From an optimization exercise on the open Yosys and OpenROAD flow, aimed at small area, a short achievable clock period and few clock cycles; shortcuts taken in it are not production practice. Function was checked by simulation only, so behaviour that the tests miss may differ from the original. Power is estimated from default activity; no workload was simulated.

--- design/flow/constraint.sdc ---
create_clock -name core_clock -period 3.5 [get_ports {clk}]
set_input_delay 0.7000 -clock core_clock [delete_from_list [all_inputs] [get_ports {clk}]]
set_output_delay 0.7000 -clock core_clock [all_outputs]
set_load 0.01 [all_outputs]
--- design/flow/config.mk ---
export PLATFORM = sky130hd
export DESIGN_NAME = LBP
export DESIGN_NICKNAME = LBP
export VERILOG_FILES = /design/flow/design.v
export SDC_FILE = /design/flow/constraint.sdc
export NUM_CORES = 4
export LEC_CHECK = 0
export CAP_MARGIN = 20
export CORE_MARGIN = 2
export CORE_UTILIZATION = 40
export PLACE_DENSITY = 0.6
export SLEW_MARGIN = 20
--- design/flow/design.v ---
`timescale 1ns/10ps
module LBP ( clk, reset, gray_addr, gray_req, gray_ready, gray_data, lbp_addr, lbp_valid, lbp_data, finish);
input clk;
input reset;
input gray_ready;
input [7:0] gray_data;
output [13:0] gray_addr;
output gray_req;
output [13:0] lbp_addr;
output lbp_valid;
output [7:0] lbp_data;
output finish;
localparam IDLE = 3'd0;
localparam READUR = 3'd1;
localparam READR = 3'd2;
localparam READDR = 3'd3;
localparam WRITE = 3'd4;
localparam FININSH = 3'd5;
reg finish;
reg gray_req;
reg lbp_valid;
reg [2:0] state, nxt_state;
reg [7:0] lbp_data;
reg [7:0] data [8:0];
reg [13:0] lbp_addr;
reg [13:0] gray_addr;
reg [13:0] pos;
wire [6:0] pos_row = pos[13:7];
wire [6:0] pos_col = pos[6:0];
wire [13:0] pos_r = pos + {7'd0,7'd1};
wire [13:0] pos_dr = pos + {7'd1,7'd1};
wire [13:0] pos_ur = pos - {7'd0, 7'd127};
wire [13:0] pos_urr = pos - {7'd0, 7'd126};
wire is_first_col = (pos_col == 7'd0);
wire is_last_col = (pos_col == 7'd127);
wire dont_output = (is_first_col || is_last_col);
always @(posedge clk or posedge reset) begin
    if (reset) state <= IDLE;
    else state <= nxt_state;
end 
always @(*) begin
    nxt_state <= state;
    case(state)
        IDLE: if (gray_ready) nxt_state <= READUR;
        READUR: nxt_state <= READR;
        READR:  nxt_state <= READDR;
        READDR: nxt_state <= WRITE;
        WRITE: begin
            if (pos_row == 7'd127) nxt_state <= FININSH;
            else nxt_state <= READUR; 
        end
    endcase
end
always @(posedge clk) begin
    gray_req <= 1;
    lbp_valid <= 0;
    lbp_addr <= 14'd0;
    lbp_data <= 8'd0;
    case (state)
        IDLE: begin
            gray_addr <= {7'd0, 7'd0};
            pos <= {7'd0, 7'd127};
            finish <= 0;
        end
        READUR: begin
            data[2] <= gray_data; 
            gray_addr <= pos_r;
        end
        READR: begin
            data[5] <= gray_data;
            gray_addr <= pos_dr;
        end
        READDR: begin
            data[8] <= gray_data;            
        end
        WRITE: begin
            lbp_valid <= !dont_output;
            lbp_addr <= pos;
            lbp_data[0] <= (data[0] >= data[4]);
            lbp_data[1] <= (data[1] >= data[4]);
            lbp_data[2] <= (data[2] >= data[4]);
            lbp_data[3] <= (data[3] >= data[4]);
            lbp_data[4] <= (data[5] >= data[4]);
            lbp_data[5] <= (data[6] >= data[4]);
            lbp_data[6] <= (data[7] >= data[4]);
            lbp_data[7] <= (data[8] >= data[4]);
            data[0] <= data[1];
            data[3] <= data[4];
            data[6] <= data[7];
            data[1] <= data[2];
            data[4] <= data[5];
            data[7] <= data[8];
            pos <= pos_r;
            gray_addr <= pos_urr;
        end
        FININSH: finish <= 1;
    endcase
end
endmodule
--- design/flow/run.sh ---
#!/bin/bash
# synth_recipe.tcl (not shown) runs the flow's synth.tcl, then flattens the netlist and writes it again
# the make line also repeats each setting of config.mk as NAME=value (left out here)
make -C /OpenROAD-flow-scripts/flow DESIGN_CONFIG=/design/flow/config.mk WORK_HOME=/design/flow/orfs CLKGATE_MAP_FILE= SYNTH_SCRIPT=/design/flow/synth_recipe.tcl finish
==> results.toml, run 1 <==
[run_status]
run_status = "finished clean"

[power]
p_comb_share_pct = 30.2
ir_drop_mv = 0.403
p_leak_nw = 2.96
p_clk_share_pct = 29.7
p_per_area_nw_per_um2 = 858
internal_power_mw = 4.32
sw_frac_of_total_pct = 32.2
p_sw_mw = 2.05
seqPwrFrac_pct = 40.1

[global_route]
antenna_found_initial = 0
grt_pass1_vias = 3894
grt_max_degree = 53
grt_use_total_pct = 16.0
grt_overflow = 0
grt_pass1_wl_um = 19800

[timing]
fin_crit_sh_pct = 67.6
fin_setup_tns_ns = 0
period_minus_slack_ns = 2.37
slew_headroom_pct = 47.1
rsz0062_at_grt = "no"
tightest_slew_ns = 0.791
finClkSkew_ns = 0.0123
drv_slew = 0
finalHoldViolCount = 0
clock.fmax_mhz = 423
setup_viol = 0

[hold_path]
holdPathEnd = "data[3][5]"
min_from = "data[4][5]"
hold_depth = 0
hold_class = "reg2reg"

[cells_and_area]
drive_above_1_share_pct = 8.14
fin_nets = 618
syn2layout_area_growth_pct = 21.0
final_cells = 741
antennaDiodeCount = 0
fin_util_pct = 49.2

[worst_setup_path]
crit_required_ns = 3.71
critical_path_arrival_ns = 2.57
crit_type = "reg2reg"
r2r-start = "pos[2]"
reg2regPathDepth = 6
rr_endpoint = "gray_addr[9]"
r2r_slack_ns = 1.13
crit_path_start_kind = "flip-flop"
cp_max_fo = 10
cp-end-kind = "flip-flop"

[clock_tree]
cts_tree = "done"
postCtsSetupBuffers = 0
cts_max_level = 4
clock-sinks = 127
path_clk_slew_ns = 0.05
cts_resized = 0
numCtsBuffers = 17
clk_latency_ns = 0.42
ctsHoldBuffers = 0
clk_path_buf_depth = 2
ctsRootBufferMaster = "clkbuf_16"

[place]
place_congestion = 0.863
dp_cells = 709
io_buffers = 48
dp_hpwl_um = 8760

[synthesis]
yosys_warnings = 2
synth_ff_type = "edfxtp_1"
ys_ff_latch = 127
synth_top_cell_area_share_pct = 49.5
synth_common_cells = "edfxtp_1 (101), ha_1 (67), a21oi_1 (37)"
async_flop_share_pct = 2.36
synth_edf_count = 101
yosysTopAreaCell = "edfxtp_1"
yosysMostFrequentCell = "edfxtp_1"
synth_nets = 567
synth.area.top_cells = "edfxtp_1 (49%), ha_1 (14%), dfxtp_1 (7.5%)"
synth_area_per_cell_um2 = 12.5
syn_inst = 489
synth.distinct_cells = 54
synth_area_um2 = 6130
synth-seq-area-share_pct = 58.2

[drt]
totalWireLength_um = 12300
drtAntennaViolNets = 0
firstDrtPassIters = 5
wl_per_cell_um = 16.6
drc = 0
drtIter0Drc = 184
avgViaCountPerCell = 5.23
num_vias = 3874

[flow_run]
drv_cap = 0

[floorplanning]
start_util_pct = 40.6
ioPinCount = 50
die-area_um2 = 16300
rows = 45
dieHeight_um = 128
die_x_um = 128
core_um2 = 15100
[cell usage in the layout, fill, tap and decap left out, types with 3 or more instances in the layout]
cell             instances
nor2b_1                  3
bufinv_16                5
and4_1                   3
nand2b_1                10
clkbuf_16               17
and2_1                  11
o22ai_1                  7
nand3_1                  4
nand2_1                 17
nor2_1                  26
xnor2_1                 14
dfrtp_1                  3
edfxtp_1               101
buf_4                    3
a21o_1                  25
clkdlybuf4s50_1         48
nand4_1                 13
xor2_1                   4
a21oi_1                 37
dfxtp_1                 23
o21a_1                   8
nor3_1                   7
a31oi_1                  5
clkinvlp_4               5
inv_1                   34
ha_1                    67
o21ai_0                 16
[worst max path at each step]
stage | end | slack (ns) | depth (start not counted) | startpoint
2_1_floorplan | pos[6] | 1.30 | 7 | state[0]
3_3_place_gp | gray_addr[4] | 1.02 | 5 | state[0]
3_5_place_dp | gray_addr[2] | 0.93 | 5 | state[0]
4_1_cts | gray_addr[6] | 0.93 | 5 | state[0]
5_1_grt | gray_addr[4] | 0.98 | 7 | state[0]
6_report | gray_addr[9] | 1.13 | 6 | pos[2]
[kinds of logic after synthesis]
logic type / share of synthesized area, %
xor+xnor: 2.57
buf+inv: 3.71
compound gates: 12.2
other cells: 0.0612
flops: 58.2
fa+ha+maj: 13.7
simple gates: 9.57
[state kept, by name (all words and copies together) (netlist names)]
register   flops
data          72
finish         1
gray_addr     14
lbp_addr      14
lbp_data       8
lbp_valid      1
pos           14
state          3
[layout make-up]
class / count / area, um2
clock buffer: 18 / 429
clock inverter: 14 / 215
fill: 1321 / 7670
inverter: 35 / 131
multi-input combinational: 308 / 2340
sequential: 127 / 3570
tap: 188 / 235
timing repair buffer: 51 / 503
[power groups by stage]
stage | combinational [mW] | clock (mW) | sequential, mW
floorplan | 1.29 | 0 | 2.46
global placement | 1.89 | 0 | 2.58
detailed placement | 1.93 | 0 | 2.59
CTS | 1.95 | 1.92 | 2.56
global route | 2.17 | 1.99 | 2.61
finish | 1.93 | 1.89 | 2.55
[routing by layer]
metal	track usage (%)	vias up	share of wire (%)
li1	-	1921	-
met4	6.27	0	1.6
met2	27.5	98	51
met1	19.1	1837	42
met3	4.34	18	4.9
met5	0	-	0
[per-stage QoR]
| stage | hold slack (ns) | instance area [um2] | setup slack, ns | power [mW] |
|---|---|---|---|---|
| 2_1_floorplan | 0.426 | 6130 | 1.30 | 3.76 |
| 3_3_place_gp | 0.429 | 6770 | 1.02 | 4.47 |
| 3_5_place_dp | 0.434 | 6770 | 0.929 | 4.52 |
| 4_1_cts | 0.441 | 7420 | 0.927 | 6.43 |
| 5_1_grt | 0.452 | 7420 | 0.982 | 6.77 |
| 6_report | 0.439 | 7420 | 1.13 | 6.37 |
[critical path: stages, from the launching register on]
cell and delay (ns):
edfxtp_1 0.56, ha_1 0.40, nand2_1 0.18, nor2_1 0.38
a21o_1 0.20, a31oi_1 0.09, o32ai_1 0.35
Testbench counts, summed over its fixed seeds: cycles 1,032,352.
==> run 2, diff against run 1 <==
==> design/flow/design.v (replaced) <==
`timescale 1ns/10ps
module LBP ( clk, reset, gray_addr, gray_req, gray_ready, gray_data, lbp_addr, lbp_valid, lbp_data, finish);
input clk;
input reset;
input gray_ready;
input [7:0] gray_data;
output [13:0] gray_addr;
output gray_req;
output [13:0] lbp_addr;
output lbp_valid;
output [7:0] lbp_data;
output finish;
localparam H = 6;             
localparam L = H + 2;         
localparam IW = (L > 8) ? 4 : 3;
localparam [6:0] LASTF = 7'd126 - H;    
reg [6:0] rd_row, rd_col;
reg [IW-1:0] rd_i;
reg rd_done;
reg v1;
reg finish;
wire rd_en = gray_ready & ~rd_done;
wire col_end = (rd_i == L-1);
wire strip_end = col_end & (rd_col == 7'd127);
wire [6:0] nxt_first = rd_row - 7'd1;
assign gray_addr = {rd_row, rd_col};
assign gray_req = 1'b1;
always @(posedge clk or posedge reset) begin
    if (reset) begin
        rd_row <= 7'd0;
        rd_col <= 7'd0;
        rd_i <= {IW{1'b0}};
        rd_done <= 1'b0;
        v1 <= 1'b0;
        finish <= 1'b0;
    end else begin
        v1 <= rd_en;
        finish <= rd_done & ~v1;
        if (rd_en) begin
            if (col_end) begin
                rd_i <= {IW{1'b0}};
                rd_col <= rd_col + 7'd1;
                if (strip_end) begin
                    if (rd_row == 7'd127) rd_done <= 1'b1;
                    rd_row <= (nxt_first > LASTF) ? LASTF : nxt_first;
                end else begin
                    rd_row <= rd_row - (L-1);
                end
            end else begin
                rd_i <= rd_i + 1'b1;
                rd_row <= rd_row + 7'd1;
            end
        end
    end
end
reg [7:0] sr [0:L+1];
integer k;
always @(posedge clk) begin
    sr[0] <= gray_data;
    for (k = 1; k <= L+1; k = k + 1) sr[k] <= sr[k-1];
end
wire [7:0] p = sr[0];
wire [7:0] pu = sr[1];
wire [7:0] pdl = sr[L-1];
wire [7:0] pl = sr[L];
wire [7:0] pul = sr[L+1];
wire geU = p >= pu,  leU = pu >= p;
wire geUL = p >= pul, leUL = pul >= p;
wire geL = p >= pl,  leL = pl >= p;
wire geDL = p >= pdl, leDL = pdl >= p;
reg [3:0] dle [0:L+1];    
reg [L:0] dgu;            
reg [1:0] dgl;            
reg [2:0] dgdl;           
reg b7;
always @(posedge clk) begin
    dle[0] <= {leDL, leL, leU, leUL};
    for (k = 1; k <= L+1; k = k + 1) dle[k] <= dle[k-1];
    dgu <= {dgu[L-1:0], geU};
    dgl <= {dgl[0], geL};
    dgdl <= {dgdl[1:0], geDL};
    b7 <= geUL;
end
wire [3:0] lo = dle[L+1];
assign lbp_data = {b7, dgu[L], lo[3], dgl[1], lo[2], dgdl[2], lo[1], lo[0]};
reg [6:0] lb_row, lb_col;
reg lbp_valid;
wire i0 = (rd_i == 0);
wire [6:0] lcn = rd_col - (i0 ? 7'd2 : 7'd1);
always @(posedge clk or posedge reset) begin
    if (reset) lbp_valid <= 1'b0;
    else lbp_valid <= v1 & (i0 | (rd_i >= 3)) & (lcn != 7'd0) & (lcn != 7'd127);
end
always @(posedge clk) begin
    lb_col <= lcn;
    lb_row <= i0 ? lb_row + 7'd1 : rd_row - 7'd2;
end
assign lbp_addr = {lb_row, lb_col};
endmodule
==> run 2 against run 1 <==
Compared with the run above: still clean; combinational power down 33%; critical path depth up 3; sequential share of layout area is 3.0 points higher; utilization increased by 0.29 points; fmax decreased by 18%; final cell count shrank 4.3%; worst setup slack got worse by 0.53 ns; cell area is 7.5% lower; critical endpoint is now lbp_valid; highest routed layer unchanged.
==> results.toml, run 2 <==
[run_status]
run_status = "finished clean"

[power]
ir_drop_mv = 0.298
p_leak_nw = 3.05
p_per_area_nw_per_um2 = 822

[drt]
num_vias = 3337
wl_per_cell_um = 12.3
drc = 0
totalWireLength_um = 8710
avgViaCountPerCell = 4.71
drtAntennaViolNets = 0
drtIter0Drc = 139
firstDrtPassIters = 4

[cells_and_area]
top_regs = "sr (80), dle (40), dgu (9)"
drive_above_1_share_pct = 8.70
final_cell_mix = "dfxtp_1 (149), clkdlybuf4s50_1 (48), ha_1 (46)"
syn2layout_area_growth_pct = 20.6
largest_reg_flops = 80
layout_commonest_cell = "dfxtp_1"
fillers = 1249
antennaDiodeCount = 0
postLayoutCellArea_um2 = 6870
fin_nets = 574
registers.top_by_ff_count = "sr"

[worst_setup_path]
cp_slowest_cell = "or4_1"
crit_type = "reg2reg"
crit_chain = "inv_1 -> ha_1 -> nand2_1 -> ha_1 -> fa_1 -> inv_1 -> or4_1 -> nor4_1 -> a211oi_2"
cp-end-kind = "flip-flop"
cp_top_family = "simple AND/OR/NAND/NOR gates"
cp_max_fo = 17
critical_path_arrival_ns = 3.19
crit_path_start_kind = "flip-flop"
reg2regPathDepth = 9
worst-path-buf-inv = 2
r2r_slack_ns = 0.61
crit_required_ns = 3.79
r2r-start = "rd_i[0]"
max_stage_delay_ns = 0.50
rr_endpoint = "lbp_valid"

[synthesis]
synth_nets = 528
synth_area_per_cell_um2 = 12.1
yosysTopAreaCell = "dfxtp_1"
synth_ff_type = "dfxtp_1"
synth.distinct_cells = 59
synth_top_cell_area_share_pct = 52.4
async_flop_share_pct = 12.4
ys_ff_latch = 170
synth_edf_count = 0
synth.area.top_cells = "dfxtp_1 (52%), ha_1 (10%), dfrtp_1 (9.2%)"
synth_area_um2 = 5700
yosys_warnings = 3
synth_common_cells = "dfxtp_1 (149), ha_1 (46), nand2_1 (27)"
syn_inst = 470
synth-seq-area-share_pct = 61.6
yosysMostFrequentCell = "dfxtp_1"

[timing]
clock.fmax_mhz = 346
finalHoldViolCount = 0
setup_slack_ns = 0.606
finClkSkew_ns = 0.00437
period_minus_slack_ns = 2.89
setup_viol = 0
rsz0062_at_grt = "no"
drv_slew = 0
fin_setup_tns_ns = 0
fin_crit_sh_pct = 82.7
tightest_slew_ns = 0.846
slew_headroom_pct = 43.5

[global_route]
grt_max_degree = 22
grt_overflow = 0
grt_pass1_vias = 3345
grt_use_total_pct = 12.8
antenna_found_initial = 0
grt_pass1_wl_um = 14900

[place]
dpl_cell_area_um2 = 6270
io_buffers = 48
place_congestion = 0.805
pre_cts_slack_ns = 0.589
dp_hpwl_um = 6190

[clock_tree]
ctsHoldBuffers = 0
postCtsSetupBuffers = 0
clk_path_buf_depth = 2
cts_max_level = 4
cts_tree = "done"
cts_resized = 0
clk_latency_ns = 0.42
clock-sinks = 170
numCtsBuffers = 17
ctsRootBufferMaster = "clkbuf_16"
path_clk_slew_ns = 0.07

[flow_run]
drv_cap = 0

[floorplanning]
dieHeight_um = 123
rows = 43
start_util_pct = 41.0
die_x_um = 123
ioPinCount = 50
core_um2 = 13900
die-area_um2 = 15200

[hold_path]
min_from = "dle[0][0]"
holdPathEnd = "dle[1][0]"
hold_depth = 0
hold_class = "reg2reg"
run 2: cell types whose count changed in the layout (fill, tap and decap cells not counted), moves of 9 or more:
cell,change
ha_1,-21
dfxtp_1,+126
edfxtp_1,-101
a21o_1,-16
xor2_1,+11
nand4_1,-13
inv_1,-9
a21oi_1,-25
and2_1,-10
nand3_1,+13
nor2_1,-9
dfrtp_1,+18
nand2_1,+10
run 2: cell type report:
cell class / count / area, um2 / share of cell area, %
timing repair buffer: 48 / 480 / 7.00
clock inverter: 14 / 173 / 2.51
sequential: 170 / 3510 / 51.1
tap: 180 / 225 / 3.28
inverter: 25 / 93.8 / 1.37
multi-input combinational: 254 / 1960 / 28.5
clock buffer: 18 / 429 / 6.25
run 2: cell families (layout without fill, tap and decap cells):
family | after synthesis | count (layout) | synth area share [%]
buffers and inverters | 46 | 105 | 4.02
XOR/XNOR | 27 | 27 | 4.15
multiplexers | 3 | 3 | 0.637
AO/OA/AOI/OAI | 73 | 73 | 8.77
adder cells (fa/ha/maj) | 47 | 47 | 10.5
other | 1 | 1 | 0.0658
flip-flops | 170 | 170 | 61.6
AND/OR/NAND/NOR | 103 | 103 | 10.3
run 2: worst max path at each step:
stage / to / from / slack, ns / cells after the start
floorplan: lbp_valid / rd_i[0] / 0.91 / 10
global placement: lbp_valid / rd_i[0] / 0.76 / 9
detailed placement: lbp_valid / rd_i[0] / 0.59 / 9
CTS: lbp_valid / rd_i[0] / 0.59 / 9
global route: lbp_valid / rd_i[0] / 0.39 / 9
finish: lbp_valid / rd_i[0] / 0.61 / 9
run 2: routing by layer:
metal,up-vias,routed length [um],part of all wire [%],track usage (%)
met3,18,409,4.7,4.20
met2,77,4170,48,20.7
li1,1681,-,-,-
met4,0,214,2.5,7.53
met1,1561,3920,45,14.8
met5,-,0,0,0
run 2: worst reg2reg max path, stage by stage, from the launching register on:
cell,delay [ns]
dfrtp_1,0.40
inv_1,0.09
ha_1,0.18
nand2_1,0.32
ha_1,0.37
fa_1,0.49
inv_1,0.06
or4_1,0.50
nor4_1,0.28
a211oi_2,0.08
run 2: metrics by stage:
step                util [%]  total power [mW]  std cells  hold slack (ns)
floorplan                  -              3.36        470            0.310
global route            49.5              6.00        709            0.332
finish                  49.5              5.65        709            0.326
CTS                     49.5              5.72        709            0.327
global placement        45.1              3.78        677            0.310
detailed placement      45.1              3.84        677            0.312
run 2: power breakdown:
part	switching, mW	leakage [nW]	total, mW	internal, mW
combinational	0.630	1.24	1.30	0.675
sequential	0.253	1.52	2.48	2.23
clock	0.833	0.291	1.86	1.03
total	1.72	3.05	5.65	3.93
Testbench counts of run 2, summed over its fixed seeds: cycles 344,096.
==> run 3, diff against run 2 <==
==> design/flow/design.v (replaced) <==
`timescale 1ns/10ps
module LBP ( clk, reset, gray_addr, gray_req, gray_ready, gray_data, lbp_addr, lbp_valid, lbp_data, finish);
input clk;
input reset;
input gray_ready;
input [7:0] gray_data;
output [13:0] gray_addr;
output gray_req;
output [13:0] lbp_addr;
output lbp_valid;
output [7:0] lbp_data;
output finish;
localparam H = 6;             
localparam L = H + 2;         
localparam IW = 3;            
reg [6:0] rd_row, rd_col;
reg [IW-1:0] rd_i;
reg rd_done;
reg finish;
reg lbp_valid;
wire rd_en = gray_ready & ~rd_done;
wire col_end = (rd_i == L-1);
wire strip_end = col_end & (rd_col == 7'd127);
assign gray_addr = {rd_row, rd_col};
assign gray_req = 1'b1;
always @(posedge clk or posedge reset) begin
    if (reset) begin
        rd_row <= 7'd0;
        rd_col <= 7'd0;
        rd_i <= {IW{1'b0}};
        rd_done <= 1'b0;
        finish <= 1'b0;
        lbp_valid <= 1'b0;
    end else begin
        finish <= rd_done;
        lbp_valid <= rd_en & (rd_i >= 2) & (rd_col >= 2);
        if (rd_en) begin
            if (col_end) begin
                rd_i <= {IW{1'b0}};
                rd_col <= rd_col + 7'd1;
                if (strip_end) begin
                    if (rd_row == 7'd127) rd_done <= 1'b1;
                    rd_row <= rd_row - 7'd1;
                end else begin
                    rd_row <= rd_row - (L-1);
                end
            end else begin
                rd_i <= rd_i + 1'b1;
                rd_row <= rd_row + 7'd1;
            end
        end
    end
end
reg [6:0] lb_row, lb_col;
always @(posedge clk) begin
    lb_row <= rd_row - 7'd1;
    lb_col <= rd_col - 7'd1;
end
assign lbp_addr = {lb_row, lb_col};
reg [7:0] sr [1:L+1];
integer k;
always @(posedge clk) begin
    sr[1] <= gray_data;
    for (k = 2; k <= L+1; k = k + 1) sr[k] <= sr[k-1];
end
wire [7:0] p = gray_data;
wire [7:0] pu = sr[1];
wire [7:0] pdl = sr[L-1];
wire [7:0] pl = sr[L];
wire [7:0] pul = sr[L+1];
wire geU = p >= pu,  leU = pu >= p;
wire geUL = p >= pul, leUL = pul >= p;
wire geL = p >= pl,  leL = pl >= p;
wire geDL = p >= pdl, leDL = pdl >= p;
reg [3:0] dle [0:L+1];    
reg [L:0] dgu;            
reg [1:0] dgl;            
reg [2:0] dgdl;           
reg b7;
always @(posedge clk) begin
    dle[0] <= {leDL, leL, leU, leUL};
    for (k = 1; k <= L+1; k = k + 1) dle[k] <= dle[k-1];
    dgu <= {dgu[L-1:0], geU};
    dgl <= {dgl[0], geL};
    dgdl <= {dgdl[1:0], geDL};
    b7 <= geUL;
end
wire [3:0] lo = dle[L+1];
assign lbp_data = {b7, dgu[L], lo[3], dgl[1], lo[2], dgdl[2], lo[1], lo[0]};
endmodule
==> run 3 against run 2 <==
Compared with the run above: register-to-register slack improved by 1.1 ns; utilization rose by 0.60 points; non-clock buffer count did not move; cell area is 13% lower; first-iteration DRC count is 37% lower.
==> results.toml, run 3 <==
[synthesis]
synth.distinct_cells = 39
yosys_warnings = 3
synth_top_cell_area_share_pct = 58.1
ys_ff_latch = 161
synth_common_cells = "dfxtp_1 (141), ha_1 (39), inv_1 (22)"
synth_edf_count = 0
synth_area_um2 = 4860
synth_nets = 428
synth_ff_type = "dfxtp_1"
synth.area.top_cells = "dfxtp_1 (58%), dfrtp_1 (10%), ha_1 (10%)"
yosysTopAreaCell = "dfxtp_1"
synth_area_per_cell_um2 = 12.8
syn_inst = 378
yosysMostFrequentCell = "dfxtp_1"
synth-seq-area-share_pct = 68.4
async_flop_share_pct = 12.4

[floorplanning]
start_util_pct = 40.8
die-area_um2 = 13000
die_x_um = 114
ioPinCount = 50
rows = 40
core_um2 = 11900
dieHeight_um = 114

[worst_setup_path]
rr_endpoint = "rd_row[2]"
crit_path_start_kind = "flip-flop"
critical_path_arrival_ns = 1.61
crit_required_ns = 2.80
crit_end = "gray_addr[2]"
cp_top_family = "buffers and inverters"
r2r-start = "rd_i[0]"
startpoint = "rd_col[2]"
worst-path-buf-inv = 1
cp_max_fo = 9
crit_type = "reg2out"
cp-end-kind = "output pin"
r2r_slack_ns = 1.71
cp.depth = 1
cp_slowest_cell = "clkdlybuf4s50_1"
max_stage_delay_ns = 0.62
crit_chain = "clkdlybuf4s50_1"
reg2regPathDepth = 7

[power]
p_sw_mw = 1.27
p_clk_share_pct = 33.4
internal_power_mw = 3.55
seqPwrFrac_pct = 48.3
ir_drop_mv = 0.436
p_comb_share_pct = 18.2
p_leak_nw = 2.64
sw_frac_of_total_pct = 26.4
p_per_area_nw_per_um2 = 809

[global_route]
grt_overflow = 0
grt_pass1_wl_um = 11500
antenna_found_initial = 0
grt_use_total_pct = 11.8
grt_max_degree = 21
grt_pass1_vias = 2562

[timing]
finalHoldViolCount = 0
fin_setup_tns_ns = 0
drv_slew = 0
period_minus_slack_ns = 2.31
slew_headroom_pct = 46.3
finClkSkew_ns = 0.00640
rsz0062_at_grt = "no"
tightest_slew_ns = 0.804
setup_viol = 0
clock.fmax_mhz = 433
fin_crit_sh_pct = 66.0
whs_ns = 0.325

[drt]
avgViaCountPerCell = 4.59
num_vias = 2714
wl_per_cell_um = 11.7
drtIter0Drc = 87
totalWireLength_um = 6940
drc = 0
firstDrtPassIters = 7
drtAntennaViolNets = 0

[place]
dp_cells = 561
place_congestion = 0.814
dp_hpwl_um = 4890
io_buffers = 48

[clock_tree]
path_clk_slew_ns = 0.06
cts_resized = 0
numCtsBuffers = 17
clk_path_buf_depth = 2
clock-sinks = 161
cts_tree = "done"
clk_latency_ns = 0.41
postCtsSetupBuffers = 0
cts_max_level = 4
ctsRootBufferMaster = "clkbuf_16"
ctsHoldBuffers = 0

[cells_and_area]
fin_util_pct = 50.1
top_regs = "sr (72), dle (40), dgu (9)"
largest_reg_flops = 72
drive_above_1_share_pct = 8.33
syn2layout_area_growth_pct = 22.8
fillers = 1060
registers.top_by_ff_count = "sr"
final_cell_mix = "dfxtp_1 (141), clkdlybuf4s50_1 (48), ha_1 (39)"
final_cells = 591
layout_commonest_cell = "dfxtp_1"
antennaDiodeCount = 0
fin_nets = 483

[run_status]
run_status = "finished clean"

[flow_run]
drv_cap = 0

[hold_path]
hold_class = "reg2reg"
==> run 3: stage by stage <==
| stage | power [mW] | setup slack, ns | instance area (um2) |
|---|---|---|---|
| 6_report | 4.82 | 1.19 | 5960 |
| 5_1_grt | 5.09 | 1.11 | 5960 |
| 3_5_place_dp | 3.26 | 0.860 | 5440 |
| 3_3_place_gp | 3.23 | 0.931 | 5440 |
| 4_1_cts | 4.89 | 1.16 | 5960 |
| 2_1_floorplan | 2.84 | 1.51 | 4860 |
==> run 3: power groups by stage <==
stage	Sequential, mW	Combinational (mW)	Clock (mW)
after detailed placement	2.38	0.887	0
after global placement	2.36	0.872	0
after global routing	2.37	0.975	1.74
final	2.33	0.879	1.61
after floorplan	2.36	0.487	0
after CTS	2.34	0.892	1.67
==> run 3: cell families after synthesis <==
kind of cell	after synthesis	synth area share [%]
adder cells (fa/ha/maj)	39	10.0
buffers and inverters	36	3.50
XOR/XNOR	23	4.15
other	1	0.0772
AND/OR/NAND/NOR	77	8.37
AO/OA/AOI/OAI	41	5.44
flip-flops	161	68.4
==> run 3: worst min path at each step <==
stage | start | endpoint | slack (ns) | cells after the start
final | dle[2][2] | dle[3][2] | 0.32 | 0
after global routing | sr[2][7] | sr[3][7] | 0.33 | 0
after CTS | dgu[7] | dgu[8] | 0.33 | 0
after detailed placement | dgl[0] | dgl[1] | 0.31 | 0
after global placement | dle[6][1] | dle[7][1] | 0.31 | 0
after floorplan | dgdl[0] | dgdl[1] | 0.31 | 0
==> run 3: final cells by class <==
cell class                      count  area, um2  area share, %
Sequential cell                   161       3320           55.7
Tap cell                          147        184           3.08
Clock inverter                      8       57.6          0.965
Inverter                           24       90.1           1.51
Clock buffer                       22        465           7.80
Timing Repair Buffer               48        480           8.06
Multi-Input combinational cell    181       1360           22.9
==> run 3: routing by layer <==
layer	global-route usage [%]	vias up	share of wire, %
met5	0	-	0
met4	8.05	0	2.8
met3	4.61	14	4.9
met2	17.9	67	45
met1	13.9	1281	47
li1	-	1352	-
Testbench counts of run 3, summed over its fixed seeds: cycles 344,080.
==> run 4, diff against run 3 <==
--- a/design/flow/config.mk
+++ b/design/flow/config.mk
@@ -5,8 +5,10 @@
 export SDC_FILE = /design/flow/constraint.sdc
 export NUM_CORES = 4
 export LEC_CHECK = 0
+export ABC_CLOCK_PERIOD_IN_PS = 1600
 export CAP_MARGIN = 20
 export CORE_MARGIN = 2
 export CORE_UTILIZATION = 40
 export PLACE_DENSITY = 0.6
+export SETUP_SLACK_MARGIN = 1.9
 export SLEW_MARGIN = 20
==> run 4 against run 3 <==
Compared with the run above: hold slack worse by 0.0018 ns; sequential power down 4%; largest power group unchanged; cell area up 7.8%; clock power up 7%; critical endpoint is now gray_addr[6]; fmax up 39%; still clean on timing, DRC and antenna; clock skew about the same; synthesized area unchanged; non-clock buffer count up 29; first-iteration DRC count up 30%.
==> results.toml, run 4 <==
[run_status]
run_status = "finished clean"

[drt]
totalWireLength_um = 7470
avgViaCountPerCell = 4.49
num_vias = 2789
wl_per_cell_um = 12.0
drtAntennaViolNets = 0
drtIter0Drc = 113
firstDrtPassIters = 4
drc = 0

[floorplanning]
ioPinCount = 50
die_x_um = 114
core_um2 = 11900
start_util_pct = 40.8
rows = 40
dieHeight_um = 114
die-area_um2 = 13000

[power]
ir_drop_mv = 0.393
p_leak_nw = 2.83
p_per_area_nw_per_um2 = 785

[synthesis]
yosysTopAreaCell = "dfxtp_1"
synth.distinct_cells = 39
synth_top_family_by_area = "adder cells"
synth_common_cells = "dfxtp_1 (141), ha_1 (39), inv_1 (22)"
synth-simple-area-share_pct = 8.37
syn_inst = 378
synth_area_per_cell_um2 = 12.8
synth-seq-area-share_pct = 68.4
synth.area.top_cells = "dfxtp_1 (58%), dfrtp_1 (10%), ha_1 (10%)"
ys_ff_latch = 161
synthAdderAreaFrac_pct = 10.0
synth-compound-area-share_pct = 5.44
muxShareOfSynthArea_pct = 0
synth_nets = 428
yosys_warnings = 3
synth_xor_area_share_pct = 4.15
yosysMostFrequentCell = "dfxtp_1"
synth_area_um2 = 4860
synth_edf_count = 0
synth_ff_type = "dfxtp_1"
async_flop_share_pct = 12.4
synth_top_cell_area_share_pct = 58.1

[hold_path]
min_from = "sr[6][0]"
hold_class = "reg2reg"
hold_depth = 0

[cells_and_area]
top_regs = "sr (72), dle (40), dgu (9)"
postLayoutCellArea_um2 = 6430
fin_nets = 512
layout_commonest_cell = "dfxtp_1"
syn2layout_area_growth_pct = 32.4
final_cell_mix = "dfxtp_1 (141), buf_4 (31), buf_2 (28)"
largest_reg_flops = 72
registers.top_by_ff_count = "sr"
antennaDiodeCount = 0
drive_above_1_share_pct = 33.5

[place]
dp_hpwl_um = 4920
io_buffers = 48
dpl_cell_area_um2 = 5570
place_congestion = 0.796

[clock_tree]
numCtsBuffers = 17
cts_tree = "done"
ctsHoldBuffers = 0
clk_path_buf_depth = 2
cts_max_level = 4
clk_latency_ns = 0.41
clock-sinks = 161
path_clk_slew_ns = 0.06
ctsRootBufferMaster = "clkbuf_16"

[worst_setup_path]
crit_type = "reg2out"
crit_required_ns = 2.80
cp_max_fo = 2
critical_path_arrival_ns = 0.96
cp-end-kind = "output pin"
cp.depth = 1
cp_slowest_cell = "dfrtp_2"
crit_path_start_kind = "flip-flop"
crit_chain = "buf_6"
startpoint = "rd_col[6]"
worst-path-buf-inv = 1
r2r-start = "rd_row[1]"
max_stage_delay_ns = 0.42
reg2regPathDepth = 7
cp_top_family = "flip-flops"

[global_route]
antenna_found_initial = 0
grt_pass1_vias = 2703
grt_overflow = 0
grt_pass1_wl_um = 12300
grt_max_degree = 21
grt_use_total_pct = 12.7

[timing]
rsz0062_at_grt = "yes"
finClkSkew_ns = 0.00612
fin_crit_sh_pct = 47.4
period_minus_slack_ns = 1.66
fin_setup_tns_ns = 0
finalHoldViolCount = 0
setup_viol = 0
clock.fmax_mhz = 603
drv_slew = 0
slew_headroom_pct = 46.5
tightest_slew_ns = 0.801
whs_ns = 0.323

[flow_run]
drv_cap = 0
[run 4: cell counts after synthesis]
Identical to the previous run, type by type.
[run 4: final timing paths]
check                          endpoint  slack, ns
min in group asynchronous     rd_col[0]       0.74
max in group asynchronous     rd_row[1]       2.20
setup reg to reg              rd_row[6]       1.91
hold / removal                 sr[7][0]       0.32
hold reg to reg                sr[7][0]       0.32
setup / recovery           gray_addr[6]       1.84
[run 4: layer usage]
metal,track usage (%),up-vias,share of wire (%)
met5,0,-,0
met4,6.83,0,2.0
met3,5.24,13,5.4
met2,20.0,59,46
met1,14.8,1301,47
li1,-,1416,-
[run 4: area by class of cell]
cell class / instances / area, um2
Tap cell: 147 / 184
Clock buffer: 24 / 493
Clock inverter: 7 / 76.3
Inverter: 24 / 129
Sequential cell: 161 / 3340
Timing Repair Buffer: 77 / 562
Fill cell: 1022 / 5480
Multi-Input combinational cell: 181 / 1650
[run 4: stage by stage]
step	setup slack, ns	utilization [%]	power, mW	std cells
floorplan	1.71	-	2.86	378
global placement	0.982	46.8	3.25	561
detailed placement	0.956	46.8	3.27	561
CTS	1.82	53.3	5.07	616
global route	1.81	54.0	5.33	621
finish	1.84	54.0	5.05	621
[run 4: logic make-up after synthesis]
family / after synthesis
XOR/XNOR: 23
buffers and inverters: 36
AND/OR/NAND/NOR: 77
adder cells (fa/ha/maj): 39
flip-flops: 161
other: 1
AO/OA/AOI/OAI: 41
[run 4: what timing repair did]
item                                    in CTS  in global routing
pin swaps                                   11                  9
setup buffers                               24                  5
endpoints found under the setup margin      58                 30
resized for setup                          220                 15
[run 4: report_power, final]
part | internal [mW] | switching [mW] | total, mW
combinational | 0.522 | 0.557 | 1.08
clock | 1.06 | 0.675 | 1.73
sequential | 2.14 | 0.105 | 2.24
==> run 5, diff against run 4 <==
--- a/design/flow/config.mk
+++ b/design/flow/config.mk
@@ -9,6 +9,8 @@
 export CAP_MARGIN = 20
 export CORE_MARGIN = 2
 export CORE_UTILIZATION = 40
+export CTS_CLUSTER_DIAMETER = 100
+export CTS_CLUSTER_SIZE = 40
 export PLACE_DENSITY = 0.6
 export SETUP_SLACK_MARGIN = 1.9
 export SLEW_MARGIN = 20
==> run 5 against run 4 <==
Compared with the run above: still clean; die area unchanged; global-route usage stayed put; hold slack unchanged; critical endpoint unchanged; highest routed layer unchanged.
==> results.toml, run 5 <==
[timing]
setup_viol = 0
slew_headroom_pct = 46.5
clock.fmax_mhz = 603
fin_crit_sh_pct = 47.4
finalHoldViolCount = 0
finClkSkew_ns = 0.00612
tightest_slew_ns = 0.801
rsz0062_at_grt = "yes"
drv_slew = 0
period_minus_slack_ns = 1.66
fin_setup_tns_ns = 0

[drt]
firstDrtPassIters = 4
num_vias = 2789
wl_per_cell_um = 12.0
drc = 0
drtAntennaViolNets = 0
drtIter0Drc = 113
avgViaCountPerCell = 4.49
totalWireLength_um = 7470

[power]
internal_power_mw = 3.71
seqPwrFrac_pct = 44.4
p_clk_share_pct = 34.3
p_comb_share_pct = 21.4
p_per_area_nw_per_um2 = 785
ir_drop_mv = 0.393
p_leak_nw = 2.83
sw_frac_of_total_pct = 26.5
p_sw_mw = 1.34

[synthesis]
synth_area_um2 = 4860
synth_top_cell_area_share_pct = 58.1
synth_area_per_cell_um2 = 12.8
synth.distinct_cells = 39
synth_edf_count = 0
synth_common_cells = "dfxtp_1 (141), ha_1 (39), inv_1 (22)"
synth_ff_type = "dfxtp_1"
synth-seq-area-share_pct = 68.4
synth_nets = 428
yosysTopAreaCell = "dfxtp_1"
yosysMostFrequentCell = "dfxtp_1"
ys_ff_latch = 161
synth.area.top_cells = "dfxtp_1 (58%), dfrtp_1 (10%), ha_1 (10%)"
yosys_warnings = 3
async_flop_share_pct = 12.4
syn_inst = 378

[cells_and_area]
antennaDiodeCount = 0
largest_reg_flops = 72
syn2layout_area_growth_pct = 32.4
top_regs = "sr (72), dle (40), dgu (9)"
layout_commonest_cell = "dfxtp_1"
fin_util_pct = 54.0
registers.top_by_ff_count = "sr"
fillers = 1022
fin_nets = 512
drive_above_1_share_pct = 33.5
final_cell_mix = "dfxtp_1 (141), buf_4 (31), buf_2 (28)"

[clock_tree]
clk_path_buf_depth = 2
path_clk_slew_ns = 0.06
ctsRootBufferMaster = "clkbuf_16"
clk_latency_ns = 0.41
cts_tree = "done"
clock-sinks = 161
numCtsBuffers = 17
ctsHoldBuffers = 0
cts_max_level = 4

[floorplanning]
die_x_um = 114
dieHeight_um = 114
die-area_um2 = 13000
core_um2 = 11900
ioPinCount = 50
start_util_pct = 40.8
rows = 40

[flow_run]
drv_cap = 0

[global_route]
grt_max_degree = 21
grt_use_total_pct = 12.7
antenna_found_initial = 0
grt_pass1_vias = 2703
grt_overflow = 0
grt_pass1_wl_um = 12300

[run_status]
run_status = "finished clean"

[place]
io_buffers = 48
place_congestion = 0.796
dp_hpwl_um = 4920

[worst_setup_path]
crit_chain = "buf_6"
critical_path_arrival_ns = 0.96
crit_required_ns = 2.80
cp_top_family = "flip-flops"
max_stage_delay_ns = 0.42
crit_path_start_kind = "flip-flop"
worst-path-buf-inv = 1
crit_type = "reg2out"
cp_max_fo = 2
cp-end-kind = "output pin"
cp_slowest_cell = "dfrtp_2"

[hold_path]
hold_class = "reg2reg"
==> run 5: path summary, 6_finish.rpt <==
| path | from | endpoint | slack (ns) | cells past startpoint |
|---|---|---|---|---|
| min in group asynchronous | reset | rd_col[0] | 0.74 | 2 |
| max reg2reg | rd_row[1] | rd_row[6] | 1.91 | 7 |
| max | rd_col[6] | gray_addr[6] | 1.84 | 1 |
| max in group asynchronous | reset | rd_row[1] | 2.20 | 2 |
| min reg2reg | sr[6][0] | sr[7][0] | 0.32 | 0 |
| min | sr[6][0] | sr[7][0] | 0.32 | 0 |
==> run 5: power groups by stage <==
| stage | logic (mW) | registers [mW] | clock network, mW |
|---|---|---|---|
| after floorplan | 0.497 | 2.36 | 0 |
| after global placement | 0.883 | 2.37 | 0 |
| after detailed placement | 0.897 | 2.37 | 0 |
| after global routing | 1.20 | 2.27 | 1.86 |
| final | 1.08 | 2.24 | 1.73 |
| after CTS | 1.05 | 2.24 | 1.78 |
==> run 5: per-stage QoR <==
stage                     instance area [um2]  setup slack, ns  std cells  hold slack [ns]  total power [mW]
after detailed placement                 5570            0.956        561            0.312              3.27
after floorplan                          4990             1.71        378            0.310              2.86
final                                    6430             1.84        621            0.323              5.05
after global placement                   5570            0.982        561            0.310              3.25
after CTS                                6350             1.82        616            0.323              5.07
after global routing                     6430             1.81        621            0.328              5.33
==> run 5: area by class of cell <==
type / count / area (um2) / area share, %
sequential: 161 / 3340 / 51.9
multi-input combinational: 181 / 1650 / 25.7
timing repair buffer: 77 / 562 / 8.74
clock buffer: 24 / 493 / 7.67
tap: 147 / 184 / 2.86
inverter: 24 / 129 / 2.00
clock inverter: 7 / 76.3 / 1.19
==> run 5: logic make-up (layout without fill, tap and decap cells) <==
group	Yosys count	in the layout	share of synthesized area [%]
simple gates	77	77	8.37
compound gates	41	41	5.44
buf+inv	36	132	3.50
fa+ha+maj	39	39	10.0
flops	161	161	68.4
xor+xnor	23	23	4.15
other cells	1	1	0.0772
==> run 5: what timing repair did <==
item	4_1_cts	5_1_grt
setup endpoints to repair	58	30
pin swaps	11	9
cloned	0	0
gates resized for setup	220	15
setup buffers	24	5
==> run 5: per-layer routing <==
layer	wire length, um	up-vias	GRT usage (%)
li1	-	1416	-
met1	3490	1301	14.8
met2	3420	59	20.0
met3	406	13	5.24
met4	153	0	6.83
met5	0	-	0
==> run 6, diff against run 5 <==
--- a/design/flow/config.mk
+++ b/design/flow/config.mk
@@ -9,8 +9,9 @@
 export CAP_MARGIN = 20
 export CORE_MARGIN = 2
 export CORE_UTILIZATION = 40
-export CTS_CLUSTER_DIAMETER = 100
-export CTS_CLUSTER_SIZE = 40
+export CTS_BUF_LIST = sky130_fd_sc_hd__clkbuf_16
+export CTS_CLUSTER_DIAMETER = 200
+export CTS_CLUSTER_SIZE = 80
 export PLACE_DENSITY = 0.6
 export SETUP_SLACK_MARGIN = 1.9
 export SLEW_MARGIN = 20
==> run 6 against run 5 <==
Compared with the run above: via count is essentially flat; clock power shrank 3%; clock-buffer cell count shrank 6; non-clock buffer count is the same; clock skew is essentially flat; cell area shrank 0.31%; die area is the same; hold slack is the same; power shrank 1.1%; worst setup slack is essentially flat; still clean.
==> results.toml, run 6 <==
[synthesis]
synth_top_cell_area_share_pct = 58.1
ys_ff_latch = 161
syn_inst = 378
synth_edf_count = 0
synth_ff_type = "dfxtp_1"
synth.area.top_cells = "dfxtp_1 (58%), dfrtp_1 (10%), ha_1 (10%)"
async_flop_share_pct = 12.4
yosysTopAreaCell = "dfxtp_1"
synth_nets = 428
synth_area_per_cell_um2 = 12.8
synth_common_cells = "dfxtp_1 (141), ha_1 (39), inv_1 (22)"
synth_area_um2 = 4860
yosys_warnings = 3
synth.distinct_cells = 39
synth-seq-area-share_pct = 68.4
yosysMostFrequentCell = "dfxtp_1"

[run_status]
run_status = "finished clean"

[timing]
slew_headroom_pct = 46.5
fin_crit_sh_pct = 47.4
rsz0062_at_grt = "yes"
period_minus_slack_ns = 1.66
finalHoldViolCount = 0
clock.fmax_mhz = 603
fin_setup_tns_ns = 0
finClkSkew_ns = 0.00612
tightest_slew_ns = 0.801
drv_slew = 0
setup_viol = 0

[cells_and_area]
fin_nets = 512
final_cells = 621
top_regs = "sr (72), dle (40), dgu (9)"
fillers = 1025
layout_commonest_cell = "dfxtp_1"
final_cell_mix = "dfxtp_1 (141), buf_4 (31), buf_2 (28)"
postLayoutCellArea_um2 = 6410
antennaDiodeCount = 0
syn2layout_area_growth_pct = 32.0
registers.top_by_ff_count = "sr"
largest_reg_flops = 72
drive_above_1_share_pct = 33.1

[worst_setup_path]
cp_top_family = "flip-flops"
cp-end-kind = "output pin"
crit_type = "reg2out"
max_stage_delay_ns = 0.42
cp_max_fo = 2
worst-path-buf-inv = 1
crit_path_start_kind = "flip-flop"
crit_required_ns = 2.80
cp_slowest_cell = "dfrtp_2"
crit_chain = "buf_6"
critical_path_arrival_ns = 0.96

[floorplanning]
dieHeight_um = 114
rows = 40
die_x_um = 114
start_util_pct = 40.8
core_um2 = 11900
ioPinCount = 50
die-area_um2 = 13000

[drt]
avgViaCountPerCell = 4.49
drc = 0
wl_per_cell_um = 12.0
firstDrtPassIters = 4
totalWireLength_um = 7440
drtIter0Drc = 118
drtAntennaViolNets = 0
num_vias = 2790

[global_route]
grt_pass1_vias = 2701
grt_use_total_pct = 12.7
grt_pass1_wl_um = 12300
grt_overflow = 0
grt_max_degree = 21
antenna_found_initial = 0

[clock_tree]
ctsHoldBuffers = 0
numCtsBuffers = 17
clock-sinks = 161
cts_max_level = 4
ctsRootBufferMaster = "clkbuf_16"
cts_tree = "done"
clk_latency_ns = 0.41
clk_path_buf_depth = 2
path_clk_slew_ns = 0.06

[power]
ir_drop_mv = 0.383
p_leak_nw = 2.84
p_per_area_nw_per_um2 = 779

[place]
dpl_cell_area_um2 = 5570
place_congestion = 0.796
dp_hpwl_um = 4920
io_buffers = 48
dp_cells = 561

[hold_path]
hold_class = "reg2reg"

[flow_run]
drv_cap = 0
## run 6: report_power, final
group	total, mW	internal (mW)	switching [mW]
registers	2.24	2.14	0.105
logic	1.08	0.522	0.557
clock network	1.67	1.00	0.673
## run 6: logic make-up after synthesis
family / Yosys count / synth area share (%)
compound gates: 41 / 5.44
other cells: 1 / 0.0772
fa+ha+maj: 39 / 10.0
flops: 161 / 68.4
simple gates: 77 / 8.37
xor+xnor: 23 / 4.15
buf+inv: 36 / 3.50
## run 6: final cells by class
cell class                      instances  area, um2  area share [%]
Tap cell                              147        184            2.87
Inverter                               24        129            2.01
Multi-Input combinational cell        181       1650            25.8
Timing Repair Buffer                   77        562            8.76
Sequential cell                       161       3340            52.0
Clock buffer                           18        450            7.03
Clock inverter                         13       98.8            1.54
## run 6: metrics by stage
stage	hold slack [ns]	utilization, %	setup WS (ns)	total power, mW
finish	0.323	53.8	1.84	4.99
global route	0.328	53.8	1.81	5.28
CTS	0.323	53.1	1.82	5.01
detailed placement	0.312	46.8	0.956	3.27
global placement	0.310	46.8	0.982	3.25
floorplan	0.310	-	1.71	2.86
## run 6: path summary, 6_finish.rpt
check / cells past startpoint / slack [ns] / start / endpoint
max in group asynchronous: 2 / 2.20 / reset / rd_row[1]
worst min-delay path: 0 / 0.32 / sr[6][0] / sr[7][0]
worst max register to register: 7 / 1.91 / rd_row[1] / rd_row[6]
worst min register to register: 0 / 0.32 / sr[6][0] / sr[7][0]
min in group asynchronous: 2 / 0.74 / reset / rd_col[0]
worst max-delay path: 1 / 1.84 / rd_col[6] / gray_addr[6]
## run 6: metal layers
layer  track usage (%)  vias to the layer above  routed length, um
li1                  -                     1416                  -
met1              14.7                     1304               3480
met2              19.9                       57               3410
met3              5.24                       13                398
met4              6.83                        0                153
met5                 0                        -                  0
## run 6: repair_timing
| item | CTS | global route |
|---|---|---|
| gates resized for setup | 220 | 15 |
| hold endpoints to repair | 0 | 0 |
| buffers inserted | 24 | 5 |
| pin swaps | 11 | 9 |
| endpoints found under the setup margin | 58 | 30 |
==> run 7, diff against run 6 <==
--- a/design/flow/design.v
+++ b/design/flow/design.v
@@ -63,28 +63,25 @@
     sr[1] <= gray_data;
     for (k = 2; k <= L+1; k = k + 1) sr[k] <= sr[k-1];
 end
-wire [7:0] p = gray_data;
-wire [7:0] pu = sr[1];
-wire [7:0] pdl = sr[L-1];
-wire [7:0] pl = sr[L];
-wire [7:0] pul = sr[L+1];
-wire geU = p >= pu,  leU = pu >= p;
-wire geUL = p >= pul, leUL = pul >= p;
-wire geL = p >= pl,  leL = pl >= p;
-wire geDL = p >= pdl, leDL = pdl >= p;
-reg [3:0] dle [0:L+1];    
-reg [L:0] dgu;            
-reg [1:0] dgl;            
-reg [2:0] dgdl;           
-reg b7;
+wire [7:0] ctr = sr[L+1];
+wire [7:0] n7 = gray_data;    
+wire [7:0] n4 = sr[1];        
+wire [7:0] n2 = sr[2];        
+wire [7:0] n6 = sr[L];        
+wire b7 = n7 >= ctr, o0 = ctr >= n7;    
+wire b4 = n4 >= ctr, o3 = ctr >= n4;    
+wire b2 = n2 >= ctr, o5 = ctr >= n2;    
+wire b6 = n6 >= ctr, o1 = ctr >= n6;    
+reg [L:0] d0;       
+reg [L-1:0] d3;     
+reg [L-2:0] d5;     
+reg d1;             
+reg [7:0] lbp_data;
 always @(posedge clk) begin
-    dle[0] <= {leDL, leL, leU, leUL};
-    for (k = 1; k <= L+1; k = k + 1) dle[k] <= dle[k-1];
-    dgu <= {dgu[L-1:0], geU};
-    dgl <= {dgl[0], geL};
-    dgdl <= {dgdl[1:0], geDL};
-    b7 <= geUL;
+    d0 <= {d0[L-1:0], o0};
+    d3 <= {d3[L-2:0], o3};
+    d5 <= {d5[L-3:0], o5};
+    d1 <= o1;
+    lbp_data <= {b7, b6, d5[L-2], b4, d3[L-1], b2, d1, d0[L]};
 end
-wire [3:0] lo = dle[L+1];
-assign lbp_data = {b7, dgu[L], lo[3], dgl[1], lo[2], dgdl[2], lo[1], lo[0]};
 endmodule
==> design/flow/config.mk (replaced) <==
export PLATFORM = sky130hd
export DESIGN_NAME = LBP
export DESIGN_NICKNAME = LBP
export VERILOG_FILES = /design/flow/design.v
export SDC_FILE = /design/flow/constraint.sdc
export NUM_CORES = 4
export LEC_CHECK = 0
export ABC_CLOCK_PERIOD_IN_PS = 1800
export CAP_MARGIN = 20
export CORE_MARGIN = 2
export CORE_UTILIZATION = 40
export PLACE_DENSITY = 0.6
export SETUP_SLACK_MARGIN = 1.7
export SLEW_MARGIN = 20
==> run 7 against run 6 <==
Compared with the run above: still clean; fmax shrank 6.9%; clock skew shrank 0.0018 ns; die area shrank 7.3%; synthesized area shrank 7.6%; clock power is essentially flat; worst setup slack lost 0.12 ns; utilization shrank 0.65 points; critical endpoint is now rd_row[5]; highest routed layer unchanged.
==> results.toml, run 7 <==
[cells_and_area]
antennaDiodeCount = 0
drive_above_1_share_pct = 27.2
final_cell_mix = "dfxtp_1 (117), inv_1 (35), ha_1 (32)"
largest_reg_flops = 72
fillers = 983
top_regs = "sr (72), d0 (9)"
fin_nets = 500
syn2layout_area_growth_pct = 29.0
registers.top_by_ff_count = "sr"
layout_commonest_cell = "dfxtp_1"

[drt]
drtIter0Drc = 57
drc = 0
wl_per_cell_um = 12.2
drtAntennaViolNets = 0
firstDrtPassIters = 4
totalWireLength_um = 7360
num_vias = 2705
avgViaCountPerCell = 4.49

[power]
ir_drop_mv = 0.341
p_per_area_nw_per_um2 = 795
p_leak_nw = 2.71

[worst_setup_path]
crit_required_ns = 3.94
max_stage_delay_ns = 0.54
crit_type = "in2reg"
cp_slowest_cell = "clkdlybuf4s50_1"
crit_path_start_kind = "primary input"
cp_top_family = "compound AO/OA/AOI/OAI gates"
reg2regPathDepth = 6
r2r_slack_ns = 1.75
cp-end-kind = "flip-flop"
cp.depth = 5
r2r-start = "rd_i[1]"
worst-path-buf-inv = 1
crit_end = "rd_row[5]"
startpoint = "gray_ready"
rr_endpoint = "rd_row[5]"
critical_path_arrival_ns = 2.22
cp_max_fo = 7
crit_chain = "clkdlybuf4s50_1 -> nand3b_2 -> o32a_1 -> o31ai_2 -> xor2_1"

[timing]
rsz0062_at_grt = "yes"
fin_crit_sh_pct = 50.9
finalHoldViolCount = 0
slew_headroom_pct = 47.1
setup_viol = 0
fin_setup_tns_ns = 0
tightest_slew_ns = 0.793
clock.fmax_mhz = 561
drv_slew = 0
finClkSkew_ns = 0.00437
whs_ns = 0.321
period_minus_slack_ns = 1.78

[synthesis]
synth.area.top_cells = "dfxtp_1 (53%), dfrtp_1 (11%), ha_1 (11%)"
synth-seq-area-share_pct = 64.2
synth_area_um2 = 4490
syn_inst = 373
yosysTopAreaCell = "dfxtp_1"
synth_common_cells = "dfxtp_1 (119), inv_1 (40), ha_1 (39)"
synth_top_cell_area_share_pct = 53.1
synth_edf_count = 0
ys_ff_latch = 139
yosysMostFrequentCell = "dfxtp_1"
yosys_warnings = 2
synth_area_per_cell_um2 = 12.0
synth.distinct_cells = 42
async_flop_share_pct = 14.4
synth_ff_type = "dfxtp_1"
synth_nets = 423

[run_status]
run_status = "finished clean"

[floorplanning]
rows = 38
die-area_um2 = 12100
core_um2 = 10900
dieHeight_um = 110
ioPinCount = 50
start_util_pct = 41.2
die_x_um = 110

[global_route]
grt_use_total_pct = 13.6
grt_max_degree = 21
antenna_found_initial = 0
grt_pass1_wl_um = 12100
grt_pass1_vias = 2604
grt_overflow = 0

[place]
dp_hpwl_um = 4900
place_congestion = 0.763
io_buffers = 48

[clock_tree]
clk_path_buf_depth = 2
clock-sinks = 139
cts_max_level = 4
cts_tree = "done"
clk_latency_ns = 0.52
numCtsBuffers = 17
ctsRootBufferMaster = "clkbuf_8"
path_clk_slew_ns = 0.06

[flow_run]
drv_cap = 0

[hold_path]
hold_class = "in2reg"
==> run 7: cell types whose count changed in the layout (fill, tap and decap cells not counted), sizes merged, moves of 6 or more <==
cell | before | now
buf | 70 | 36
clkbuf | 19 | 35
clkdlybuf4s50 | 1 | 7
dfxtp | 141 | 119
inv | 27 | 48
nand2 | 21 | 15
==> run 7: layer usage <==
metal,vias up,global-route usage (%),routed length (um)
li1,1385,-,-
met1,1247,16.4,3380
met2,62,21.0,3460
met3,11,5.57,405
met4,0,6.87,107
met5,-,0,0
==> run 7: worst min path at each step <==
stage | from | endpoint | slack [ns] | cells after the start
after floorplan | d0[0] | d0[1] | 0.31 | 0
after global placement | sr[4][1] | sr[5][1] | 0.31 | 0
after detailed placement | d1 | lbp_data[1] | 0.31 | 0
after CTS | sr[7][6] | sr[8][6] | 0.33 | 0
after global routing | gray_data[6] | sr[1][6] | 0.31 | 1
final | gray_data[6] | sr[1][6] | 0.32 | 1
==> run 7: layout make-up <==
cell class	count	area, um2	share of cell area, %
sequential	139	2900	50.1
multi-input combinational	184	1510	26.0
timing repair buffer	68	499	8.62
clock buffer	17	414	7.15
tap	140	175	3.03
inverter	40	158	2.72
clock inverter	15	135	2.33
==> run 7: logic make-up after synthesis <==
group	share of synthesized area (%)
adders and majority gates	10.9
muxes	0.223
other	0.0835
and+or+nand+nor	9.09
buffers and inverters	4.63
DFF	64.2
AOI/OAI and AO/OA	6.21
xor gates and xnor gates	4.68
==> run 7: where the power goes <==
| part | switching (mW) | total [mW] | internal, mW |
|---|---|---|---|
| clock | 0.689 | 1.64 | 0.954 |
| combinational | 0.538 | 1.01 | 0.470 |
| sequential | 0.103 | 1.95 | 1.85 |
| total | 1.33 | 4.60 | 3.27 |
==> run 7: repair_timing <==
action / in CTS / in global routing
gates cloned: 0 / 0
pin swaps: 0 / 8
setup endpoints to repair: 44 / 36
setup buffers: 14 / 6
gates resized for setup: 126 / 45
hold buffers: 0 / 0
==> run 7: stage by stage <==
| step | setup WS (ns) | cells | power (mW) | area, um2 | utilization (%) |
|---|---|---|---|---|---|
| after floorplan | 1.70 | 373 | 2.51 | 4520 | - |
| after global placement | 1.08 | 551 | 2.89 | 5120 | 47.0 |
| after detailed placement | 1.07 | 551 | 2.91 | 5120 | 47.0 |
| after CTS | 1.58 | 597 | 4.61 | 5760 | 52.9 |
| after global routing | 1.65 | 603 | 4.87 | 5790 | 53.2 |
| final | 1.72 | 603 | 4.60 | 5790 | 53.2 |
Testbench counts of run 7, summed over its fixed seeds: cycles 344,080.
==> run 8, diff against run 7 <==
==> design/flow/config.mk (replaced) <==
export PLATFORM = sky130hd
export DESIGN_NAME = LBP
export DESIGN_NICKNAME = LBP
export VERILOG_FILES = /design/flow/design.v
export SDC_FILE = /design/flow/constraint.sdc
export NUM_CORES = 4
export LEC_CHECK = 0
export ABC_CLOCK_PERIOD_IN_PS = 1600
export CAP_MARGIN = 20
export CORE_MARGIN = 2
export CORE_UTILIZATION = 40
export PLACE_DENSITY = 0.6
export SETUP_SLACK_MARGIN = 1.85
export SLEW_MARGIN = 20
==> run 8 against run 7 <==
Compared with the run above: still clean on timing, DRC and antenna; routed wire length is 0.64% lower; utilization up 2.9 points; first-iteration DRC count is 3.5% higher; non-clock buffer count up 5; cell area is 5.5% higher; power up 5.6%; combinational power increased by 11%; sequential power hardly changed.
==> results.toml, run 8 <==
[drt]
drtAntennaViolNets = 0
avgViaCountPerCell = 4.51
wl_per_cell_um = 12.0
firstDrtPassIters = 6
num_vias = 2741
totalWireLength_um = 7310
drtIter0Drc = 59
drc = 0

[timing]
rsz0062_at_grt = "yes"
setup_viol = 0
slew_headroom_pct = 49.5
fin_crit_sh_pct = 50.6
finClkSkew_ns = 0.00561
finalHoldViolCount = 0
tightest_slew_ns = 0.756
period_minus_slack_ns = 1.77
drv_slew = 0
fin_setup_tns_ns = 0
clock.fmax_mhz = 565

[floorplanning]
rows = 38
core_um2 = 10900
dieHeight_um = 110
ioPinCount = 50
die-area_um2 = 12100
start_util_pct = 41.2
die_x_um = 110

[power]
p_per_area_nw_per_um2 = 795
ir_drop_mv = 0.369
p_leak_nw = 2.85

[cells_and_area]
final_cell_mix = "dfxtp_1 (109), inv_1 (32), ha_1 (28)"
syn2layout_area_growth_pct = 36.1
final_cells = 608
fin_nets = 505
fillers = 914
largest_reg_flops = 72
top_regs = "sr (72), d0 (9)"
drive_above_1_share_pct = 34.4
antennaDiodeCount = 0
registers.top_by_ff_count = "sr"
layout_commonest_cell = "dfxtp_1"

[worst_setup_path]
r2r-start = "rd_col[0]"
cp-end-kind = "flip-flop"
crit_required_ns = 3.93
crit_chain = "buf_4 -> ha_4 -> nand4_4 -> nor3_2 -> o32a_1 -> o31ai_2 -> xor2_1"
cp_max_fo = 5
critical_path_arrival_ns = 2.20
crit_path_start_kind = "flip-flop"
cp_slowest_cell = "dfrtp_2"
r2r_slack_ns = 1.73
reg2regPathDepth = 7
rr_endpoint = "rd_row[5]"
crit_type = "reg2reg"
max_stage_delay_ns = 0.43

[global_route]
grt_pass1_vias = 2639
grt_overflow = 0
grt_pass1_wl_um = 12100
antenna_found_initial = 0
grt_use_total_pct = 13.5
grt_max_degree = 21

[clock_tree]
clk_path_buf_depth = 2
cts_tree = "done"
numCtsBuffers = 17
clk_latency_ns = 0.51
path_clk_slew_ns = 0.06
ctsHoldBuffers = 0
clock-sinks = 139
cts_max_level = 4
ctsRootBufferMaster = "clkbuf_8"

[synthesis]
synth_ff_type = "dfxtp_1"
synth_edf_count = 0
synth_nets = 423
synth-seq-area-share_pct = 64.2
ys_ff_latch = 139
yosysTopAreaCell = "dfxtp_1"
yosys_warnings = 2
synth_top_cell_area_share_pct = 53.1
synth_area_per_cell_um2 = 12.0
syn_inst = 373
synth_area_um2 = 4490
async_flop_share_pct = 14.4
synth.distinct_cells = 42
synth_common_cells = "dfxtp_1 (119), inv_1 (40), ha_1 (39)"
synth.area.top_cells = "dfxtp_1 (53%), dfrtp_1 (11%), ha_1 (11%)"
yosysMostFrequentCell = "dfxtp_1"

[hold_path]
hold_depth = 0
hold_class = "reg2reg"
holdPathEnd = "sr[7][7]"
min_from = "sr[6][7]"

[place]
dp_hpwl_um = 4760
io_buffers = 48
place_congestion = 0.784
dp_cells = 551

[flow_run]
drv_cap = 0

[run_status]
run_status = "finished clean"
-- run 8: cell counts after synthesis --
No cell type changed its count.
-- run 8: repair_timing --
item | 4_1_cts | 5_1_grt
pin swaps | 12 | 16
gates cloned | 0 | 0
gates resized for setup | 215 | 40
setup endpoints to repair | 48 | 48
buffers inserted | 16 | 9
-- run 8: power breakdown --
group          switching [mW]  internal, mW
clock                   0.656          1.12
sequential              0.113          1.85
combinational           0.563         0.559
-- run 8: kinds of logic after synthesis --
logic type,Yosys count,share of synthesized area [%]
fa+ha+maj,39,10.9
other cells,1,0.0835
xor+xnor,24,4.68
simple gates,77,9.09
compound gates,42,6.21
buf+inv,50,4.63
flops,139,64.2
mux,1,0.223
-- run 8: worst max path at each step --
| stage | start | endpoint | slack (ns) | cells past startpoint |
|---|---|---|---|---|
| floorplan | gray_data[1] | d0[0] | 1.70 | 7 |
| global route | rd_col[0] | rd_row[5] | 1.68 | 7 |
| finish | rd_col[0] | rd_row[5] | 1.73 | 7 |
| detailed placement | gray_data[1] | d0[0] | 1.01 | 8 |
| CTS | rd_row[1] | gray_addr[8] | 1.71 | 1 |
| global placement | gray_data[1] | d0[0] | 1.05 | 8 |
-- run 8: critical path, delay by kind of cell (launching register included) --
kind,cells,cell delay [ns]
AOI/OAI and AO/OA,2,0.60
xor gates and xnor gates,1,0.16
adders and majority gates,1,0.18
buffers and inverters,1,0.17
DFF,1,0.43
and+or+nand+nor,2,0.17
-- run 8: cell type report --
class	count	area, um2	share of cell area, %
timing repair buffer	73	606	9.91
sequential	139	2920	47.7
clock buffer	20	435	7.13
tap	140	175	2.87
multi-input combinational	184	1650	27.0
inverter	40	165	2.70
clock inverter	12	161	2.64
-- run 8: routing by layer --
layer / wire length (um) / share of wire [%] / vias to the layer above / GRT usage (%)
met1: 3380 / 46 / 1269 / 15.9
met2: 3490 / 48 / 59 / 20.7
met3: 376 / 5.1 / 7 / 4.86
li1: - / - / 1406 / -
met5: 0 / 0 / - / 0
met4: 63 / 0.86 / 0 / 8.68
-- run 8: metrics by stage --
stage / power [mW] / setup WS, ns / cell area [um2] / util [%] / hold slack [ns]
finish: 4.86 / 1.73 / 6110 / 56.1 / 0.324
global route: 5.14 / 1.68 / 6110 / 56.1 / 0.310
floorplan: 2.52 / 1.70 / 4540 / - / 0.310
global placement: 2.90 / 1.05 / 5140 / 47.2 / 0.310
CTS: 4.82 / 1.71 / 5910 / 54.3 / 0.326
detailed placement: 2.93 / 1.01 / 5140 / 47.2 / 0.312

re-timing with driven ports:
No port has a modelled driver above. Below, the same layouts with a new extraction and two added sets of constraints.
Step 1, drivers: a clkbuf_16 drives clk and a buf_2 each remaining input, both assumed.
Step 2, shift: input delay + t, output delay - t, t = (earliest + latest rising clock arrival at the registers) / 2. This alone moves slack from input paths to output paths.
Slacks: no drivers / after step 1 / after step 2; pairs: no drivers / after step 1.
| run | t (ns) | setup slack, ns | worst hold slack (ns) | clock arrival spread, ns | cell pins on the clock port's net |
|---|---|---|---|---|---|
| run 1 | 0.448 | 1.133 / 1.133 / 1.133 | 0.439 / 0.434 / 0.439 | 0.013 / 0.014 | 1 |
| run 2 | 0.455 | 0.606 / 0.606 / 0.606 | 0.326 / 0.326 / 0.326 | 0.006 / 0.006 | 1 |
| run 3 | 0.445 | 1.188 / 1.153 / 0.826 | 0.325 / 0.325 / 0.325 | 0.007 / 0.007 | 1 |
| run 4 | 0.446 | 1.842 / 1.806 / 1.486 | 0.323 / 0.323 / 0.323 | 0.008 / 0.007 | 1 |
| run 5 | 0.446 | 1.842 / 1.806 / 1.486 | 0.323 / 0.323 / 0.323 | 0.008 / 0.007 | 1 |
| run 6 | 0.446 | 1.842 / 1.806 / 1.485 | 0.323 / 0.323 / 0.323 | 0.008 / 0.007 | 1 |
| run 7 | 0.545 | 1.719 / 1.695 / 1.180 | 0.321 / 0.309 / 0.326 | 0.005 / 0.004 | 1 |
| run 8 | 0.539 | 1.729 / 1.705 / 1.385 | 0.324 / 0.321 / 0.324 | 0.006 / 0.006 | 1 |
After both steps setup and hold are still met in every run listed. For run 7, which loses most, drivers alone change the setup slack by -0.024 ns; drivers and shift together by -0.539 ns.
